This design comes from an exercise in tuning for small area on the open sky130 flow, not from production work.
In this exercise RTL edits were held to simulation tests only and were not proved equivalent to the original.
No activity file was given, so power comes from the tool's default toggle rates.

==> flow/design.v <==
module router_fifo(clk,rst,rd_en,we,din,dout,full,cnt_nz,sft_rst,rd_eff);
input clk,rst,rd_en,we,sft_rst;
input [7:0]din;
output [7:0]dout;
output full,cnt_nz,rd_eff;
reg [7:0]mem[15:0];
reg [4:0]cnt;
reg rd_q;
integer i;
wire wr_eff;
assign full=cnt[4];
assign cnt_nz=|cnt;
assign rd_eff=rd_en&cnt_nz&!sft_rst;
assign wr_eff=we&!full&!sft_rst;
always@(posedge clk)
begin
	if(wr_eff)
	begin
		mem[0]<=din;
		for(i=1;i<16;i=i+1)
			mem[i]<=mem[i-1];
	end
end
always@(posedge clk)
begin
	if(!rst||sft_rst)
		cnt<=5'd0;
	else if(wr_eff&&!rd_eff)
		cnt<=cnt+1'b1;
	else if(rd_eff&&!wr_eff)
		cnt<=cnt-1'b1;
end
always@(posedge clk)
begin
	if(!rst)
		rd_q<=1'b0;
	else
		rd_q<=rd_eff;
end
reg [7:0]mo;
always@(*)
begin
	mo=8'h00;
	for(i=0;i<16;i=i+1)
		mo=mo|({8{rd_q&&cnt[3:0]==i}}&mem[i]);
end
assign dout=mo;
endmodule
module rfsm(clk,rst,pkt_vld,din,sft_any,cnt_nz0,cnt_nz1,cnt_nz2,fifo_full,parity_done,low_pkt_vld,addr,busy,detect_add,wait_state,lfd_state,ld_state,laf_state,cpe_state,write_enb_reg);
input clk,rst,pkt_vld,sft_any,cnt_nz0,cnt_nz1,cnt_nz2,fifo_full,parity_done,low_pkt_vld;
input [1:0]din;
output reg [1:0]addr;
output busy,detect_add,wait_state,lfd_state,ld_state,laf_state,cpe_state,write_enb_reg;
parameter DECODE_ADDRESS = 3'b000,
	  WAIT_TILL_EMPTY=3'b001,
	  LOAD_FIRST_DATA = 3'b010,
	  LOAD_DATA = 3'b011,
	  LOAD_PARITY=3'b100,
	  FIFO_FULL_STATE=3'b101,
	  LOAD_AFTER_FULL=3'b110,
	  CHECK_PARITY_ERROR=3'b111;
reg [2:0] state,next;
reg din_empty,addr_empty;
always@(posedge clk)
begin
	if(!rst)
		addr<=2'd0;
	else if(state==DECODE_ADDRESS)
		addr<=din;
end
always@(posedge clk)
begin
	if(!rst||sft_any)
		state<=DECODE_ADDRESS;
	else
		state<=next;
end
always@(*)
begin
	case(din)
		2'd0:din_empty=!cnt_nz0;
		2'd1:din_empty=!cnt_nz1;
		default:din_empty=!cnt_nz2;
	endcase
	case(addr)
		2'd0:addr_empty=!cnt_nz0;
		2'd1:addr_empty=!cnt_nz1;
		2'd2:addr_empty=!cnt_nz2;
		default:addr_empty=1'b0;
	endcase
end
always@(*)
begin
	next=DECODE_ADDRESS;
	case(state)
		DECODE_ADDRESS:
			if(pkt_vld&&din!=2'd3)
				next=din_empty?LOAD_FIRST_DATA:WAIT_TILL_EMPTY;
		WAIT_TILL_EMPTY:
			next=addr_empty?LOAD_FIRST_DATA:WAIT_TILL_EMPTY;
		LOAD_FIRST_DATA:
			next=LOAD_DATA;
		LOAD_DATA:
			if(fifo_full)
				next=FIFO_FULL_STATE;
			else if(!pkt_vld)
				next=LOAD_PARITY;
			else
				next=LOAD_DATA;
		LOAD_PARITY:
			next=CHECK_PARITY_ERROR;
		FIFO_FULL_STATE:
			next=fifo_full?FIFO_FULL_STATE:LOAD_AFTER_FULL;
		LOAD_AFTER_FULL:
			if(parity_done)
				next=DECODE_ADDRESS;
			else if(low_pkt_vld)
				next=LOAD_PARITY;
			else
				next=LOAD_DATA;
		CHECK_PARITY_ERROR:
			next=fifo_full?FIFO_FULL_STATE:DECODE_ADDRESS;
	endcase
end
assign detect_add=(state==DECODE_ADDRESS);
assign wait_state=(state==WAIT_TILL_EMPTY);
assign lfd_state=(state==LOAD_FIRST_DATA);
assign ld_state=(state==LOAD_DATA);
assign laf_state=(state==LOAD_AFTER_FULL);
assign cpe_state=(state==CHECK_PARITY_ERROR);
assign write_enb_reg=(state==LOAD_DATA)||(state==LOAD_PARITY)||(state==LOAD_AFTER_FULL);
assign busy=!((state==DECODE_ADDRESS)||(state==LOAD_DATA));
endmodule
module router_reg(clk,rst,pkt_vld,din,fifo_full,detect_add,wait_state,lfd_state,ld_state,laf_state,cpe_state,parity_done,low_pkt_vld,err,dout);
input clk,rst,pkt_vld,fifo_full,detect_add,wait_state,lfd_state,ld_state,laf_state,cpe_state;
input [7:0]din;
output reg parity_done,low_pkt_vld,err;
output reg [7:0]dout;
reg [7:0]par;
wire load_parity=(ld_state&&!pkt_vld&&!fifo_full)||(laf_state&&!parity_done&&low_pkt_vld);
always@(posedge clk)
begin
	if(detect_add||(ld_state&&!fifo_full)||(!pkt_vld&&!ld_state&&!wait_state&&!lfd_state))
		dout<=din;
end
always@(posedge clk)
begin
	if(!rst||cpe_state)
		low_pkt_vld<=1'b0;
	else if(ld_state&&!pkt_vld)
		low_pkt_vld<=1'b1;
end
always@(posedge clk)
begin
	if(detect_add)
		par<=din;
	else if(lfd_state&&!pkt_vld)
		par<=8'd0;
	else if((ld_state&&pkt_vld)||load_parity)
		par<=par^din;
end
always@(posedge clk)
begin
	if(!rst||detect_add)
		parity_done<=1'b0;
	else if(load_parity)
		parity_done<=1'b1;
end
always@(posedge clk)
begin
	if(!rst)
		err<=1'b0;
	else
		err<=parity_done&&(par!=8'd0);
end
endmodule
module rsynch(clk,rst,rd_en,cnt_nz,vld_out,sft_rst);
input clk,rst,rd_en,cnt_nz;
output vld_out,sft_rst;
reg [4:0]count;
assign sft_rst=&count;
assign vld_out=cnt_nz&!sft_rst;
always@(posedge clk)
begin
	if(!rst||!vld_out||rd_en)
		count<=5'b11110;
	else
		count<={count[3:0],count[4]^count[2]};
end
endmodule
module router_top(clk,rst,din,rd_en0,rd_en1,rd_en2,pkt_vld,vld_out0,vld_out1,vld_out2,dout0,dout1,dout2,busy,err);
input clk,rst,rd_en0,rd_en1,rd_en2,pkt_vld;
input [7:0] din;
output vld_out0,vld_out1,vld_out2,busy,err;
output [7:0]dout0,dout1,dout2;
wire [7:0]data;
wire [1:0]addr;
wire full0,full1,full2,nz0,nz1,nz2,sft_rst0,sft_rst1,sft_rst2,rde0,rde1,rde2;
wire detect_add,wait_state,lfd_state,ld_state,laf_state,cpe_state,write_enb_reg,parity_done,low_pkt_vld;
reg fifo_full;
always@(*)
begin
	case(addr)
		2'd0:fifo_full=full0;
		2'd1:fifo_full=full1;
		2'd2:fifo_full=full2;
		default:fifo_full=1'b0;
	endcase
end
rfsm FSM(clk,rst,pkt_vld,din[1:0],sft_rst0|sft_rst1|sft_rst2,nz0,nz1,nz2,fifo_full,parity_done,low_pkt_vld,addr,busy,detect_add,wait_state,lfd_state,ld_state,laf_state,cpe_state,write_enb_reg);
router_reg REG(clk,rst,pkt_vld,din,fifo_full,detect_add,wait_state,lfd_state,ld_state,laf_state,cpe_state,parity_done,low_pkt_vld,err,data);
rsynch SYN0(clk,rst,rd_en0,nz0,vld_out0,sft_rst0);
rsynch SYN1(clk,rst,rd_en1,nz1,vld_out1,sft_rst1);
rsynch SYN2(clk,rst,rd_en2,nz2,vld_out2,sft_rst2);
router_fifo FIFO_0(clk,rst,rd_en0,write_enb_reg&&addr==2'd0,data,dout0,full0,nz0,sft_rst0,rde0);
router_fifo FIFO_1(clk,rst,rd_en1,write_enb_reg&&addr==2'd1,data,dout1,full1,nz1,sft_rst1,rde1);
router_fifo FIFO_2(clk,rst,rd_en2,write_enb_reg&&addr==2'd2,data,dout2,full2,nz2,sft_rst2,rde2);
endmodule
==> flow/flow/run.sh <==
#!/bin/bash
# Own layout flow: the standard layout (standard.sh) with
#  - the standard synthesis script, but an area-oriented ABC mapping script
#    (flow/area.abc) for the combinational logic; registers are mapped by
#    dfflibmap before ABC exactly as in the standard synthesis,
#  - smaller port buffers,
#  - a clock tree of clkbuf_8 leaves (up to 18 sinks each) without dummy loads,
#  - no pre-placement upsizing (ABC buffers are removed instead),
#  - global placement that does not keep its timing-driven buffering, and
#    downsizing of non-critical cells after global routing.
set -euo pipefail
W=$PWD
sed "s#log_cmd abc {\*}\$abc_args#set abc_args [lreplace \$abc_args 1 1 $W/flow/area.abc]; log_cmd abc {*}\$abc_args#" \
  "$FLOW_HOME/scripts/synth.tcl" > "$W/synth_area.tcl"
grep -q "flow/area.abc" "$W/synth_area.tcl"
sed "s#source \$::env(SCRIPTS_DIR)/synth.tcl#source $W/synth_area.tcl#" synth_recipe.tcl > "$W/synth_recipe_area.tcl"
grep -q "synth_area.tcl" "$W/synth_recipe_area.tcl"
sed "s#SYNTH_SCRIPT=[^ ]*#SYNTH_SCRIPT=$W/synth_recipe_area.tcl#" standard.sh > "$W/standard_area.sh"
grep -q "synth_recipe_area.tcl" "$W/standard_area.sh"
export BUFFER_PORTS_ARGS="-buffer_cell sky130_fd_sc_hd__buf_1"
export REMOVE_ABC_BUFFERS=1
export RECOVER_POWER=100
export GPL_KEEP_OVERFLOW=0
export CTS_ARGS="-sink_clustering_enable -repair_clock_nets -sink_clustering_size 18 -sink_clustering_max_diameter 100 -buf_list sky130_fd_sc_hd__clkbuf_8 -dont_use_dummy_load"
bash "$W/standard_area.sh" finish > standard_flow.log 2>&1
==> flow/flow/area.abc <==
strash
&get -n
&st
&syn4
&dch -f
&nf -a -R 100
&put
topo
stime -c
==> flow/standard.sh <==
#!/bin/bash
# synth_recipe.tcl (not shown) runs the flow's synth.tcl, then flattens the netlist and writes it again
# the make line also repeats each setting of config.mk as NAME=value (left out here)
make -C /OpenROAD-flow-scripts/flow DESIGN_CONFIG=/design/flow/config.mk WORK_HOME=/design/flow/orfs CLKGATE_MAP_FILE= SYNTH_SCRIPT=/design/flow/synth_recipe.tcl "${@:-finish}"
==> flow/config.mk <==
export PLATFORM = sky130hd
export DESIGN_NAME = router_top
export DESIGN_NICKNAME = router_top
export VERILOG_FILES = /design/flow/design.v
export SDC_FILE = /design/flow/constraint.sdc
export NUM_CORES = 4
export LEC_CHECK = 0
export CAP_MARGIN = 5
export CORE_MARGIN = 2
export CORE_UTILIZATION = 70
export SLEW_MARGIN = 5
==> flow/constraint.sdc <==
create_clock -name core_clock -period 4.0 [get_ports {clk}]
set_input_delay 0.8000 -clock core_clock [delete_from_list [all_inputs] [get_ports {clk}]]
set_output_delay 0.8000 -clock core_clock [all_outputs]
set_load 0.01 [all_outputs]
==> results of run 1 <==
## synth_stat cells (3+ instances only)
| master | n | share of area |
|---|---|---|
| edfxtp_1 | 400 | 0.74 |
| a222oi_1 | 72 | 0.045 |
| nor2_1 | 64 | 0.015 |
| nand2_1 | 49 | 0.011 |
| dfxtp_1 | 41 | 0.051 |
| a22oi_1 | 39 | 0.018 |
| a22o_1 | 28 | 0.015 |
| a21oi_1 | 26 | 0.0080 |
| nand3_1 | 21 | 0.0065 |
| nand4_1 | 18 | 0.0070 |
| a221oi_1 | 17 | 0.0092 |
| and4_1 | 16 | 0.0087 |
| or2_0 | 15 | 0.0058 |
| and3_1 | 13 | 0.0050 |
| ha_1 | 12 | 0.0093 |
| a311oi_1 | 9 | 0.0049 |
| nor3_1 | 9 | 0.0028 |
| clkinv_1 | 8 | 0.0019 |
| nand2b_1 | 8 | 0.0031 |
| a21o_1 | 6 | 0.0028 |
| nand3b_1 | 6 | 0.0028 |
| or3_1 | 6 | 0.0023 |
| xnor2_1 | 6 | 0.0032 |
| nor4_1 | 5 | 0.0019 |
| o21ai_0 | 5 | 0.0015 |
| and2_0 | 3 | 0.0012 |
| fa_1 | 3 | 0.0037 |
| mux2_1 | 3 | 0.0021 |
| nor2b_1 | 3 | 0.0012 |
| o31ai_1 | 3 | 0.0014 |
| xor2_1 | 3 | 0.0016 |
## metrics by stage
step,worst slack [ps],area (um2),utilization
2_1_floorplan,-8250,16200,-
3_5_place_dp,515,17000,0.752
4_1_cts,224,17400,0.769
3_3_place_gp,-10940,16700,0.738
5_1_grt,86.0,17300,0.763
6_report,175,17300,0.763
## registers in the layout, summed over array words and instances (netlist names)
| name | cells |
|---|---|
| FIFO_0.mem | 128 |
| FIFO_1.mem | 128 |
| FIFO_2.mem | 128 |
| REG.dout | 8 |
| REG.par | 8 |
| FIFO_0.cnt | 5 |
| FIFO_1.cnt | 5 |
| FIFO_2.cnt | 5 |
| SYN0.count | 5 |
| SYN1.count | 5 |
| SYN2.count | 5 |
| FSM.state | 3 |
| FSM.addr | 2 |
| FIFO_0.rd_q | 1 |
| FIFO_1.rd_q | 1 |
| FIFO_2.rd_q | 1 |
| REG.err | 1 |
| REG.low_pkt_vld | 1 |
| REG.parity_done | 1 |
## worst paths after layout
kind | end
max reg2reg | FIFO_2.mem[13][5]$_DFFE_PP_
max | dout0[3]
min reg2reg | FIFO_1.mem[1][7]$_DFFE_PP_
min | FIFO_1.mem[1][7]$_DFFE_PP_
## layer usage
layer / share of wire / up-vias / track usage
met4: 0.031 / 2 / 0.112
met5: 0.00032 / - / 0
met3: 0.11 / 93 / 0.0533
li1: - / 4112 / -
met2: 0.47 / 641 / 0.444
met1: 0.39 / 4633 / 0.423
## final cells by class
cell class | count | area, um2 | share of cell area
Antenna cell | 1 | 2.50 | 0.000145
Clock buffer | 28 | 385 | 0.0223
Inverter | 8 | 30.0 | 0.00174
Multi-Input combinational cell | 478 | 3320 | 0.192
Sequential cell | 441 | 12800 | 0.743
Tap cell | 285 | 357 | 0.0206
Timing Repair Buffer | 75 | 348 | 0.0201
## kinds of logic after synthesis
family                   count (synthesis)  share of synthesized area
flip-flops                             441                      0.793
AND/OR/NAND/NOR                        238                     0.0755
AO/OA/AOI/OAI                          212                      0.109
adder cells (fa/ha/maj)                 15                     0.0130
XOR/XNOR                                 9                    0.00487
buffers and inverters                    8                    0.00186
multiplexers                             4                    0.00271
## power by group
part / internal (mW) / switching [mW]
clock network: 0.629 / 1.29
logic: 0.472 / 0.877
registers: 5.53 / 0.351
total: 6.63 / 2.52
## cells in the final DEF, fill, tap and decap left out, types with 9 or more instances in the layout
| cell type | instances |
|---|---|
| a21oi_1 | 26 |
| a221oi_1 | 17 |
| a222oi_1 | 72 |
| a22o_1 | 28 |
| a22oi_1 | 39 |
| a311oi_1 | 9 |
| and3_1 | 13 |
| and4_1 | 16 |
| buf_1 | 39 |
| clkbuf_1 | 20 |
| clkbuf_8 | 28 |
| dfxtp_1 | 41 |
| edfxtp_1 | 400 |
| ha_1 | 12 |
| nand2_1 | 49 |
| nand3_1 | 21 |
| nand4_1 | 18 |
| nor2_1 | 64 |
| nor3_1 | 9 |
| or2_0 | 15 |
==> impl_metrics.tcl, run 1 <==
set metrics [dict create \
    io_buffers 42 \
    crit_fanout 8 \
    ys_seq_elements 441 \
    grt_pass1_vias 9454 \
    grt_max_degree 20 \
    htree_levels 1 \
    rows 55 \
    whs_ps 410 \
    die_y_um 156 \
    tns_ps 0 \
    cp_top_family "simple AND/OR/NAND/NOR gates" \
    grt_use_total 0.289 \
    drive_gt1_frac 0.0427 \
    start_util 0.715 \
    grt_pass1_wl_mm 53.1 \
    hp-class "flop to flop" \
    max_cap_violations 0 \
    hold_viol_final 0 \
    reg2reg_depth 9 \
    start_kind "flop" \
    drt_iter0_drc 1320 \
    async_flop_share 0 \
    fmax_mhz 261 \
    setup_viol 0 \
    slew_headroom 0.246 \
    cts_made_buffers 28 \
    crit_chain "or3b_1 > nor2_1 > a222oi_1 > and4_1 > nand4_1 > buf_1" \
    cts_tree "done" \
    crit_slowest_cell "nor2_1" \
    die_w_um 156 \
    vias 9481 \
    rsz0062_at_grt "no" \
    period_needed_ps 3830 \
    gr-total-overflow 0 \
    leakage_nw 5.29 \
    seq_area_frac_synth 0.793 \
    numPlacedInstances 1286 \
    clkTransAtPathRegs_ps 120 \
    wl_mm 34.8 \
    drv_slew 0 \
    post_cts_resized 0 \
    drtAntennaViolNets 0 \
    worstHoldStart "FIFO_1.mem[0][7]$_DFFE_PP_" \
    antenna_found_initial 2 \
    areaGrowthSynthToFinish_pct 6.75 \
    ys_types 40 \
    netlist_instances 927 \
    clkLatencyLatePin_ps 600 \
    crit_type "flop to output port" \
    fp.coreArea_um2 22600 \
    drtPass1Iterations 10 \
    postCtsSetupBuffers 0 \
    final_cell_count_no_fill 1316 \
    rrSetupSlack_ps 350 \
    clock-root-buffer "clkbuf_8" \
    dominantRegCellSynth "edfxtp_1" \
    fin_skew_ps 39.9 \
    ys_warn_count 6 \
    finalCritPeriodShare 0.956 \
    avgViaCountPerCell 7.20 \
    critical_path_buf_inv_count 1 \
    io_pins 43 \
    worstSetupStartpoint "FIFO_0.cnt[2]$_SDFFE_PP0P_" \
    p_total_mw 9.14 \
    cp-end-kind "output port" \
    synth_edf_count 400 \
    power_density_nw_per_um2 529 \
    critPathArrivalTime_ps 3030 \
    ir_drop_v 0.000471 \
    cp.depth 6 \
    synth_area_per_cell_um2 17.5 \
    crit_path_max_incr_delay_ps 760 \
    drc 0 \
    die_area_um2 24400 \
    cts.sinks 441 \
    synth_area_um2 16200 \
    dp_hpwl_mm 22.6 \
    cts_buffer_depth 3 \
    postCtsHoldBufs 0 \
    holdPathStages 0 \
    worst_slew_pin_slew_ps 1120 \
    status "no timing/DRC/antenna violations" \
    fin_nets 1061 \
    nFillCells 1316 \
    wl_per_cell_um 26.5 \
    required_ps 3200 \
    gp_congestion 0.900 \
    timing.rr.start "FSM.state[0]$_SDFF_PP0_" \
]
==> run 2: changes to the inputs <==
--- a/flow/config.mk
+++ b/flow/config.mk
@@ -7,5 +7,6 @@
 export LEC_CHECK = 0
 export CAP_MARGIN = 5
 export CORE_MARGIN = 2
-export CORE_UTILIZATION = 70
+export CORE_UTILIZATION = 60
+export PLACE_DENSITY = 0.8
 export SLEW_MARGIN = 5
==> run 2 against run 1 <==
Net effect: clock power is essentially flat; total power down 0.24%; via count fell by 0.55%; first-iteration DRC count rose by 6.4%; sequential share of layout area fell by 0.41 points; global-route usage decreased by 4.9 points; utilization is 11 points lower; maximum frequency rose by 0.47%; cell count is 4.3% higher.
==> impl_metrics.tcl, run 2 <==
set metrics [dict create \
    status "no timing/DRC/antenna violations" \
    fp.coreArea_um2 26700 \
    vias 9429 \
    synth_area_um2 16200 \
    htree_levels 1 \
    drc 0 \
    worst_slew_pin_slew_ps 1360 \
    dominantRegCellSynth "edfxtp_1" \
    start_kind "flop" \
    synth_edf_count 400 \
    crit_fanout 8 \
    drtPass1Iterations 8 \
    areaGrowthSynthToFinish_pct 7.34 \
    grt_use_total 0.240 \
    cp-end-kind "output port" \
    die_w_um 168 \
    clkLatencyLatePin_ps 600 \
    gp_congestion 0.822 \
    clock-root-buffer "clkbuf_8" \
    p_int_mw 6.63 \
    synthTopCellsByCount "edfxtp_1, a222oi_1, nor2_1" \
    rsz0062_at_grt "no" \
    clkTransAtPathRegs_ps 110 \
    fin_skew_ps 37.6 \
    p_seq_frac 0.643 \
    max_cap_violations 0 \
    synth-xor-area-share 0.00487 \
    async_flop_share 0 \
    grt_pass1_vias 9251 \
    slew_headroom 0.0876 \
    wl_mm 34.4 \
    start_util 0.606 \
    synth_fa_ha_area_frac 0.0130 \
    hold_end "FIFO_1.mem[14][7]$_DFFE_PP_" \
    rows 60 \
    synth_mux_area_frac 0.00271 \
    p_sw_mw 2.49 \
    synth_area_per_cell_um2 17.5 \
    crit_type "flop to output port" \
    post-synth-top-count-cell "edfxtp_1" \
    holdPathStages 0 \
    wl_per_cell_um 25.1 \
    rr_endpoint "FIFO_0.mem[15][2]$_DFFE_PP_" \
    power.share.switching 0.273 \
    postLayoutSetupSlackWorst_ps 193 \
    worstHoldStart "FIFO_1.mem[13][7]$_DFFE_PP_" \
    rrSetupSlack_ps 290 \
    grt_max_degree 20 \
    grt_pass1_wl_mm 51.8 \
    crit_slowest_cell "nor2_1" \
    preCtsSetupSlack_ps 189 \
    crit_chain "or3b_1 > nor2_1 > a22oi_1 > and3_1 > nand4_1 > buf_1" \
    cts_tree "done" \
    leakage_nw 5.29 \
    hold_viol_final 0 \
    die_y_um 168 \
    largestRegisters "FIFO_0.mem x128, FIFO_1.mem x128, FIFO_2.mem x128" \
    cts_buffer_depth 3 \
    finalCritPeriodShare 0.952 \
    hp-class "flop to flop" \
    cts.sinks 441 \
    layout.cells.most_common_list "edfxtp_1, a222oi_1, nor2_1" \
    netlist_instances 927 \
    synth_top_family_by_area "compound AO/OA/AOI/OAI gates" \
    period_needed_ps 3810 \
    seq_area_frac_synth 0.793 \
    postCtsSetupBuffers 0 \
    crit_path_max_incr_delay_ps 830 \
    reg2reg_depth 9 \
    fin_nets 1062 \
    setup_viol 0 \
    comb_power_share 0.147 \
    synth-compound-area-share 0.109 \
    clkPwrFrac 0.210 \
    required_ps 3200 \
    io_pins 43 \
    synthSimpleGateAreaFrac 0.0755 \
    drive_gt1_frac 0.0427 \
    ys_types 40 \
    avgViaCountPerCell 6.87 \
    layout_commonest_cell "edfxtp_1" \
    power_density_nw_per_um2 525 \
    synth_area_leaders "edfxtp_1, dfxtp_1, a222oi_1" \
    drt_iter0_drc 1405 \
    ys_seq_elements 441 \
    dp_hpwl_mm 22.4 \
    synth.largest_area_cell "edfxtp_1" \
    cts_made_buffers 28 \
    ir_drop_v 0.000370 \
    numPlacedInstances 1344 \
    post_cts_resized 0 \
    timing.rr.start "FSM.state[0]$_SDFF_PP0_" \
    whs_ps 425 \
    synth.top_cell.area_share 0.742 \
    final_cell_count_no_fill 1372 \
    critPathArrivalTime_ps 3010 \
    fmax_mhz 263 \
    die_area_um2 28300 \
    gr-total-overflow 0 \
    drtAntennaViolNets 0 \
    diodes 0 \
    antenna_found_initial 1 \
    postCtsHoldBufs 0 \
    ys_warn_count 6 \
    io_buffers 42 \
    drv_slew 0 \
]
==> run 2: cell counts after synthesis <==
No cell type changed its count.
==> run 2: how the worst max path moves through the flow <==
stage | start | end
after global routing | FSM.state[1]$_SDFF_PP0_ | FIFO_0.mem[11][2]$_DFFE_PP_
after CTS | FSM.state[1]$_SDFF_PP0_ | FIFO_2.cnt[4]$_SDFFE_PP0P_
after global placement | FSM.state[1]$_SDFF_PP0_ | FIFO_0.cnt[4]$_SDFFE_PP0P_
after floorplan | FSM.state[1]$_SDFF_PP0_ | FIFO_0.cnt[4]$_SDFFE_PP0P_
final | FIFO_2.cnt[2]$_SDFFE_PP0P_ | dout2[0]
after detailed placement | FSM.state[0]$_SDFF_PP0_ | FIFO_2.cnt[4]$_SDFFE_PP0P_
==> run 2: kinds of logic (layout without fill, tap and decap cells) <==
family | count (synthesis) | count (layout)
flops | 441 | 441
simple gates | 238 | 238
compound gates | 212 | 212
fa+ha+maj | 15 | 15
xor+xnor | 9 | 9
buf+inv | 8 | 112
mux | 4 | 4
==> run 2: stage by stage <==
step	TNS, ps	total power [mW]	utilization	cell area (um2)
3_3_place_gp	-3738120	7.30	0.627	16800
5_1_grt	0	9.45	0.650	17400
4_1_cts	0	9.14	0.655	17500
2_1_floorplan	-2573410	6.82	-	16200
6_report	0	9.12	0.650	17400
3_5_place_dp	0	7.31	0.640	17100
==> run 2: routing by layer <==
| metal | share of wire | routed length [um] | global-route usage | vias to the layer above |
|---|---|---|---|---|
| li1 | - | - | - | 4117 |
| met1 | 0.39 | 13600 | 0.345 | 4583 |
| met2 | 0.45 | 15600 | 0.365 | 627 |
| met3 | 0.12 | 4100 | 0.0569 | 100 |
| met4 | 0.032 | 1120 | 0.0888 | 2 |
| met5 | 0.00032 | 11 | 0 | - |
==> run 2: layout make-up <==
type | count | area (um2)
fillers | 1847 | 9350
flip-flops and latches | 441 | 12800
multi-input cells | 478 | 3340
inverters | 8 | 30.0
well taps | 341 | 427
clock buffers | 28 | 385
repair buffers | 76 | 360
==> run 2: power groups by stage <==
stage                     clock, mW  sequential, mW  combinational (mW)
after global placement            0            6.06                1.24
after global routing           2.06            5.92                1.47
after detailed placement          0            5.96                1.35
after floorplan                   0            5.89               0.930
final                          1.91            5.86                1.34
after CTS                      1.92            5.86                1.36
==> run 2: critical path: cells and delay by family (launching register included) <==
kind | cells | cell delay (ps)
AOI/OAI and AO/OA | 1 | 160
buffers and inverters | 1 | 180
DFF | 1 | 390
and+or+nand+nor | 4 | 1680
==> run 3: changes to the inputs <==
--- a/flow/config.mk
+++ b/flow/config.mk
@@ -8,5 +8,4 @@
 export CAP_MARGIN = 5
 export CORE_MARGIN = 2
 export CORE_UTILIZATION = 60
-export PLACE_DENSITY = 0.8
 export SLEW_MARGIN = 5
==> run 3 against run 2 <==
Net effect: first-iteration DRC count down 7.9%; maximum frequency rose by 1.1%; register-to-register slack is essentially flat; clock skew grew 8.4 ps; non-clock buffer count fell by 3; wire length rose by 4.2%; combinational power hardly changed; via count rose by 0.24%; hold slack got worse by 4.2 ps; clock power is essentially flat; sequential power about the same; critical path type unchanged.
==> impl_metrics.tcl, run 3 <==
set metrics [dict create \
    critical_path_buf_inv_count 1 \
    required_ps 3200 \
    fp.coreArea_um2 26700 \
    rows 60 \
    p_total_mw 9.15 \
    crit_slowest_cell "nor2_1" \
    gp_congestion 0.833 \
    dominantRegCellSynth "edfxtp_1" \
    diodes 0 \
    drc 0 \
    grt_use_total 0.248 \
    hp-class "flop to flop" \
    period_needed_ps 3760 \
    grt_max_degree 20 \
    status "no timing/DRC/antenna violations" \
    die_area_um2 28300 \
    use_met2 0.394 \
    slew_headroom 0.0679 \
    clkLatencyLatePin_ps 590 \
    ys_warn_count 6 \
    synth_area_leaders "edfxtp_1, dfxtp_1, a222oi_1" \
    netlist_instances 927 \
    synthTopCellsByCount "edfxtp_1, a222oi_1, nor2_1" \
    drtPass1Iterations 5 \
    cts.sinks 441 \
    clkTransAtPathRegs_ps 110 \
    drtAntennaViolNets 0 \
    ys_seq_elements 441 \
    cp_top_family "simple AND/OR/NAND/NOR gates" \
    global_route.usage.met1 0.355 \
    drv_slew 0 \
    vias 9452 \
    synth.top_cell.area_share 0.742 \
    wl_mm 35.8 \
    power_density_nw_per_um2 528 \
    worst_slew_pin_slew_ps 1390 \
    clock-root-buffer "clkbuf_8" \
    layout_commonest_cell "edfxtp_1" \
    synth_area_per_cell_um2 17.5 \
    die_y_um 168 \
    crit_fanout 8 \
    gr-total-overflow 0 \
    cts_buffer_depth 3 \
    tns_ps 0 \
    largestRegisters "FIFO_0.mem x128, FIFO_1.mem x128, FIFO_2.mem x128" \
    fin_util 0.649 \
    avgViaCountPerCell 6.90 \
    io_buffers 42 \
    ys_types 40 \
    postCtsHoldBufs 0 \
    critPathArrivalTime_ps 2960 \
    final_cell_count_no_fill 1369 \
    synth_edf_count 400 \
    antenna_found_initial 0 \
    crit_chain "or3b_1 > nor2_1 > a222oi_1 > and4_1 > nand4_1 > buf_1" \
    numPlacedInstances 1341 \
    ir_drop_v 0.000365 \
    cp-end-kind "output port" \
    seq_area_frac_synth 0.793 \
    htree_levels 1 \
    fin_nets 1059 \
    cts_made_buffers 28 \
    cts_tree "done" \
    crit_type "flop to output port" \
    postCtsSetupBuffers 0 \
    wl_per_cell_um 26.2 \
    max_cap_violations 0 \
    drive_gt1_frac 0.0438 \
    finalCritPeriodShare 0.941 \
    grt_pass1_wl_mm 53.5 \
    post_cts_resized 0 \
    synth.largest_area_cell "edfxtp_1" \
    grt_pass1_vias 9317 \
    nFillCells 1885 \
    drt_iter0_drc 1294 \
    leakage_nw 5.28 \
    synth_area_um2 16200 \
    setup_viol 0 \
    grt.busiest_layer "met2" \
    rsz0062_at_grt "no" \
    hold_viol_final 0 \
    fin_skew_ps 46.0 \
    crit_path_max_incr_delay_ps 750 \
    fmax_mhz 266 \
    async_flop_share 0 \
    post-synth-top-count-cell "edfxtp_1" \
    start_kind "flop" \
    layout.cells.most_common_list "edfxtp_1, a222oi_1, nor2_1" \
    areaGrowthSynthToFinish_pct 7.10 \
    io_pins 43 \
    grt_util_met3 0.0447 \
    die_w_um 168 \
    start_util 0.606 \
    dp_hpwl_mm 22.7 \
]
-- run 3: cell counts after synthesis --
No cell type changed its count.
-- run 3: per-layer routing --
metal  share of wire  wire [um]
met1            0.41      14600
met5               0          0
met4           0.034       1210
met2            0.47      16800
met3           0.091       3280
-- run 3: path summary, 6_finish.rpt --
kind | end | slack [ps] | cells past startpoint | from
setup reg to reg | FIFO_0.mem[6][5]$_DFFE_PP_ | 290 | 8 | FSM.state[1]$_SDFF_PP0_
hold reg to reg | FIFO_1.mem[8][7]$_DFFE_PP_ | 420 | 0 | FIFO_1.mem[7][7]$_DFFE_PP_
setup / recovery | dout0[5] | 240 | 6 | FIFO_0.cnt[3]$_SDFFE_PP0P_
hold / removal | FIFO_1.mem[8][7]$_DFFE_PP_ | 420 | 0 | FIFO_1.mem[7][7]$_DFFE_PP_
-- run 3: area by class of cell --
class                           instances  area, um2  share of cell area
Sequential cell                       441      12800               0.740
Tap cell                              341        427              0.0246
Clock buffer                           28        385              0.0222
Multi-Input combinational cell        478       3340               0.193
Timing Repair Buffer                   73        323              0.0186
Inverter                                8       30.0             0.00173
-- run 3: logic make-up (layout without fill, tap and decap cells) --
kind of cell / after synthesis / in the layout / share of synthesized area
flip-flops: 441 / 441 / 0.793
AND/OR/NAND/NOR: 238 / 238 / 0.0755
AO/OA/AOI/OAI: 212 / 212 / 0.109
adder cells (fa/ha/maj): 15 / 15 / 0.0130
XOR/XNOR: 9 / 9 / 0.00487
buffers and inverters: 8 / 109 / 0.00186
multiplexers: 4 / 4 / 0.00271
-- run 3: through the flow --
stage                     hold WS (ps)  setup WS [ps]  area [um2]
final                              420            236       17300
after global routing               430           26.8       17300
after CTS                          409            223       17400
after detailed placement           430            395       17100
after global placement             426         -11000       16800
after floorplan                    418          -8250       16200
-- run 3: report_power, final --
part	internal (mW)	switching [mW]
logic	0.469	0.880
registers	5.53	0.345
clock network	0.629	1.30
total	6.62	2.53

-- afterwards: timing with drivers on the ports --
No port has a modelled driver above. Below, the same layouts with a new extraction and two added sets of constraints.
Step 1, drivers: a clkbuf_16 drives clk and a buf_2 each remaining input, both assumed.
Step 2 also shifts input and output timing later by t, the mid clock arrival at the registers, as if the neighbouring blocks saw the same clock.
Three values: ideal, step 1, step 2; two values: the first two.
run	shift t [ns]	setup WS [ns]	worst setup path after step 2	latest minus earliest clock arrival (ns)	worst slew at a driven data input, ns
run 1	0.621	0.175 / 0.130 / 0.347	register to register	0.041 / 0.041	0.08
run 2	0.633	0.193 / 0.148 / 0.287	register to register	0.043 / 0.042	0.07
run 3	0.621	0.236 / 0.188 / 0.292	register to register	0.048 / 0.047	0.07
After both steps every run listed still meets setup and hold.
